What follows belongs to an exercise in optimizing a design on an open flow for small area, a short achievable clock period and few clock cycles; a production flow would make more cautious choices. In this exercise RTL edits were held to simulation tests only and were not proved equivalent to the original. Power is estimated from default activity; no workload was simulated.

## convolution
module convolution
(
output [4:0] memX_addr,
input      [7:0] dataX,
output [4:0] memY_addr,
input      [7:0] dataY,
input start,
output [15:0] dataZ,
output [5:0] memZ_addr,
output writeZ,
input      [4:0] sizeX,
input      [4:0] sizeY,
input            shape,
output busy,
output done,
input clk,
input rst_n
);
==> flow/config.mk <==
export PLATFORM = sky130hd
export DESIGN_NAME = convolution
export DESIGN_NICKNAME = convolution
export VERILOG_FILES = /design/flow/design.v
export SDC_FILE = /design/flow/constraint.sdc
export NUM_CORES = 4
export LEC_CHECK = 0
export ABC_CLOCK_PERIOD_IN_PS = 2500
export CAP_MARGIN = 20
export CORE_MARGIN = 2
export CORE_UTILIZATION = 40
export CTS_BUF_LIST = sky130_fd_sc_hd__clkbuf_8
export PLACE_DENSITY = 0.6
export SETUP_SLACK_MARGIN = 3.0
export SLEW_MARGIN = 20
==> flow/constraint.sdc <==
create_clock -name core_clock -period 6.0 [get_ports {clk}]
set_input_delay 1.2000 -clock core_clock [delete_from_list [all_inputs] [get_ports {clk}]]
set_output_delay 1.2000 -clock core_clock [all_outputs]
set_load 0.01 [all_outputs]
standard.sh (not shown) runs the stock make flow with config.mk's settings and CLKGATE_MAP_FILE= SYNTH_SCRIPT=/design/flow/synth_recipe.tcl, a recipe that flattens the netlist after the stock synthesis.
==> flow/flow/run.sh <==
#!/bin/bash
# Own flow: the standard layout, with small buffers on the ports and a lighter clock tree.
export BUFFER_PORTS_ARGS="-buffer_cell sky130_fd_sc_hd__buf_1"
export CTS_ARGS="-sink_clustering_enable -repair_clock_nets -buf_list sky130_fd_sc_hd__clkbuf_8 -dont_use_dummy_load"
bash standard.sh finish > standard.log 2>&1
The first run finished clean.
Testbench counts at the start, summed over its fixed seeds: cycles 40,586.
Edit:
--- a/flow/config.mk
+++ b/flow/config.mk
@@ -9,7 +9,8 @@
 export CAP_MARGIN = 20
 export CORE_MARGIN = 2
-export CORE_UTILIZATION = 40
+export CORE_UTILIZATION = 55
 export CTS_BUF_LIST = sky130_fd_sc_hd__clkbuf_8
-export PLACE_DENSITY = 0.6
+export PLACE_DENSITY = 0.7
 export SETUP_SLACK_MARGIN = 3.0
 export SLEW_MARGIN = 20
+export TNS_END_PERCENT = 50
=> Final area went down by 1.6%; power decreases by 1.1%; die area is lower by 26%; area after synthesis does not change; worst setup slack improves by 0.051 ns; synthesized cell count is unchanged.
Edit:
--- a/flow/config.mk
+++ b/flow/config.mk
@@ -12,5 +12,4 @@
 export CTS_BUF_LIST = sky130_fd_sc_hd__clkbuf_8
 export PLACE_DENSITY = 0.7
-export SETUP_SLACK_MARGIN = 3.0
+export SETUP_SLACK_MARGIN = 2.9
 export SLEW_MARGIN = 20
-export TNS_END_PERCENT = 50
Routed wire length goes down by 4.2%. Total power goes down by 1.8%. Synthesized area does not change. Core utilization goes down by 0.67 points. Worst setup slack gets worse by 0.064 ns. Worst hold slack gets better by 0.0063 ns. Combinational power goes down by about 3%. Via count goes down by 1.3%. Clock skew goes up by 0.0034 ns. Sequential cell count does not change.
Edit:
--- a/flow/config.mk
+++ b/flow/config.mk
@@ -9,7 +9,7 @@
 export CAP_MARGIN = 20
 export CORE_MARGIN = 2
-export CORE_UTILIZATION = 55
+export CORE_UTILIZATION = 65
 export CTS_BUF_LIST = sky130_fd_sc_hd__clkbuf_8
-export PLACE_DENSITY = 0.7
-export SETUP_SLACK_MARGIN = 2.9
+export PLACE_DENSITY = 0.8
+export SETUP_SLACK_MARGIN = 3.0
 export SLEW_MARGIN = 20
Result: First-iteration DRC count went up by about 9%; total power went up by 3.5%; design area went up by about 1.9%; utilization went up by 12 points; worst hold slack is about the same; fmax barely changes; clock-buffer cell count is unchanged.


== north ==
Starting RTL as in the previous note.
Settings: LEC_CHECK=0, ABC_CLOCK_PERIOD_IN_PS=2500, CAP_MARGIN=20, CORE_MARGIN=2, CORE_UTILIZATION=55, CTS_BUF_LIST=sky130_fd_sc_hd__clkbuf_8, PLACE_DENSITY=0.7, SETUP_SLACK_MARGIN=3.0, SLEW_MARGIN=20; clock period 6.0 ns.
Scripts as last shown in full above: flow/flow/run.sh
north went all the way through synthesis, placement and routing and the layout is clean on timing, DRC and antenna.
Testbench counts of north, summed over its fixed seeds: cycles 40,586.
### north -> south
Settings: SETUP_SLACK_MARGIN: 3.0 -> 3.1.
## What came out
As of south, maximum frequency from static timing analysis had risen slightly compared to north. north and south ended up with nearly the same routed wire length. Of north and south, north shows the higher sequential share of layout area, with south below it. south vs north: wire length of the first global-routing pass down in south. Relative to north, the worst hold slack of south is higher by 0.0040 ns. south: overall power consumption higher than north.
### south -> east
Settings: TNS_END_PERCENT: unset -> 10; SETUP_SLACK_MARGIN: 3.1 -> 3.0.
## What came out
Compared with south, in east total power draw shows a reduction of 1.1%, setup slack shows a reduction of 0.066 ns.
Delta (east minus south): part of the total power dissipated in sequential elements increased by 0.6 points relative to the old numbers, portion of netlist area occupied by mux cells closely matched the old numbers, length in cells of the worst reg-to-reg path increased by 3 relative to the old numbers, instance count along the most critical hold path closely matched the old numbers.
east: filler-free cell count of the finished design is 3 lower than what south reported.
east vs south: layout-stage area growth over the synthesis result down in east


## job 9669
Another version of the RTL of convolution (not shown whole).
For scale: ~610 cells after synthesis, ~5800 um^2 of cells after synthesis.
## convolution
module convolution
(
output [4:0] memX_addr,
input      [7:0] dataX,
output [4:0] memY_addr,
input      [7:0] dataY,
input start,
output [15:0] dataZ,
output [5:0] memZ_addr,
output writeZ,
input      [4:0] sizeX,
input      [4:0] sizeY,
input            shape,
output busy,
output done,
input clk,
input rst_n
);
   reg        done_r;     
   reg        act;        
   reg        on;         
   reg        l1, l2, l3, wz;
   reg        f1, f2, f3;
   reg [4:0]  lo;
   reg [4:0]  j, i;
   reg        dir, fst;
   reg [7:0]  xr, yr;
   reg [15:0] ps, pc;
   wire [15:0] ms, mc;
   reg [15:0] acc;
   reg [5:0]  zaddr;
   reg [4:0] lo_t, him1_t;
   reg       empty_t;
   always @(*) begin
      case (sizeX)
         5'd1: lo_t = 5'd29;
         5'd2: lo_t = 5'd29;
         5'd3: lo_t = 5'd30;
         5'd4: lo_t = 5'd30;
         5'd5: lo_t = 5'd31;
         5'd6: lo_t = 5'd31;
         5'd7: lo_t = 5'd0;
         5'd8: lo_t = 5'd0;
         5'd9: lo_t = 5'd1;
         5'd10: lo_t = 5'd1;
  ...
Settings: LEC_CHECK=0, ABC_CLOCK_PERIOD_IN_PS=2500, CAP_MARGIN=20, CORE_MARGIN=2, CORE_UTILIZATION=55, CTS_BUF_LIST=sky130_fd_sc_hd__clkbuf_8, PLACE_DENSITY=0.7, SETUP_SLACK_MARGIN=3.4, SLEW_MARGIN=20; clock period 6.0 ns.
Scripts as last shown in full above: flow/flow/run.sh
Job 9669 | status: complete | timing, DRC, antenna: pass
Testbench counts of job 9669, summed over its fixed seeds: cycles 40,586.
The following lists how job 7930 was set up differently from job 9669:
- swapping 3.4 for 3.2 in SETUP_SLACK_MARGIN
### Flow results
Looking at power share of the clock group, job 7930 sits 1.2 points above job 9669. Relative to job 9669, fmax has gone down in job 7930. Non-clock buffer count (job 7930 vs. job 9669) decreases by more than 10%. Compared job 7930 vs job 9669, and met2 wire length is down in job 7930. In job 7930 the design area turned out about 7% lower than in job 9669. Job 9669 → job 7930: wire length shrank by 6.3%, final setup TNS saw little to no change.
Edits applied to the flow inputs when going from job 7930 to job 163:
- changing SETUP_SLACK_MARGIN from 3.2 to 3.3
[summary]
- Utilization of the core after routing ends up higher on job 163.
- On job 163: worst-margin pin slew is 0.041 ns higher than what job 7930 gave.
- Going from job 7930 to job 163, power grew slightly.
- Of job 163 and job 7930, it is job 163 that has the lower data arrival time of the critical path.
- Re placeable core region: no difference whatsoever between job 163 and job 7930.
- Of job 7930 and job 163, the lower power spent charging and discharging nets belongs to job 7930.
- Delta(via count of the first global-routing pass, job 163 - job 7930) < 0
Modified inputs, job 6667 compared to job 163
- SETUP_SLACK_MARGIN changed from 3.3 to 3.0
## What came out
Job 163 has completed all stages; timing, DRC and antenna checks passed.
In summary, job 6667 completed successfully, with a layout that passed the timing, design-rule and antenna checks.
Higher placed cell area goes to job 163 over job 6667.
Changes observed in job 6667 relative to job 163: transition at the pin with the smallest max-transition slack +0.068 ns, power -0.21 mW.
Re area occupied by multi-input gates: job 6667 is 220 um^2 down on job 163.
Global-route usage over all layers (lower): job 6667
NOTE: sequential share of layout area in job 6667 exceeds that of job 163
Cell count | job 6667 below job 163
Relative to job 163, the relative contribution of combinational cells to total power of job 6667 is lower by 4.1 points.

[re-timing with driven ports]
Ports are ideal in the flow. The routed layouts listed here were re-timed in OpenROAD. Step 1, drivers: a clkbuf_16 drives clk and a buf_2 each remaining input, both assumed. Step 2, shift: input delay + t, output delay - t, t = (earliest + latest rising clock arrival at the registers) / 2. This alone moves slack from input paths to output paths. Three values: ideal ports, drivers, drivers and shift; two values: the first two.
run	t, ns	slack for setup (ns)	hold slack, ns	worst setup path after step 2	worst data-port slew with drivers (ns)
the first run of note 1	0.390	2.988 / 2.981 / 2.591	0.330 / 0.330 / 0.330	input to register	0.06
the second run of note 1	0.384	3.039 / 3.011 / 2.627	0.327 / 0.327 / 0.327	input to register	0.06
the third run of note 1	0.388	2.975 / 2.987 / 2.600	0.334 / 0.334 / 0.334	input to register	0.04
the fourth run of note 1	0.367	2.975 / 2.948 / 2.581	0.331 / 0.331 / 0.331	input to register	0.06
north	0.380	3.018 / 3.011 / 2.631	0.317 / 0.317 / 0.317	input to register	0.05
south	0.377	3.074 / 3.060 / 2.684	0.321 / 0.321 / 0.321	input to register	0.06
east	0.379	3.008 / 3.009 / 2.630	0.331 / 0.331 / 0.331	input to register	0.05
job 9669	0.387	3.324 / 3.324 / 3.045	0.340 / 0.340 / 0.340	input to register	0.06
job 7930	0.376	3.256 / 3.256 / 2.907	0.332 / 0.332 / 0.332	input to register	0.04
job 163	0.392	3.331 / 3.331 / 2.976	0.326 / 0.326 / 0.326	input to register	0.04
job 6667	0.376	3.109 / 3.109 / 2.794	0.328 / 0.328 / 0.328	input to register	0.04
After both steps every run listed still meets setup and hold. For the second run of note 1, which loses most, drivers alone change the setup slack by -0.028 ns; drivers and shift together by -0.412 ns.
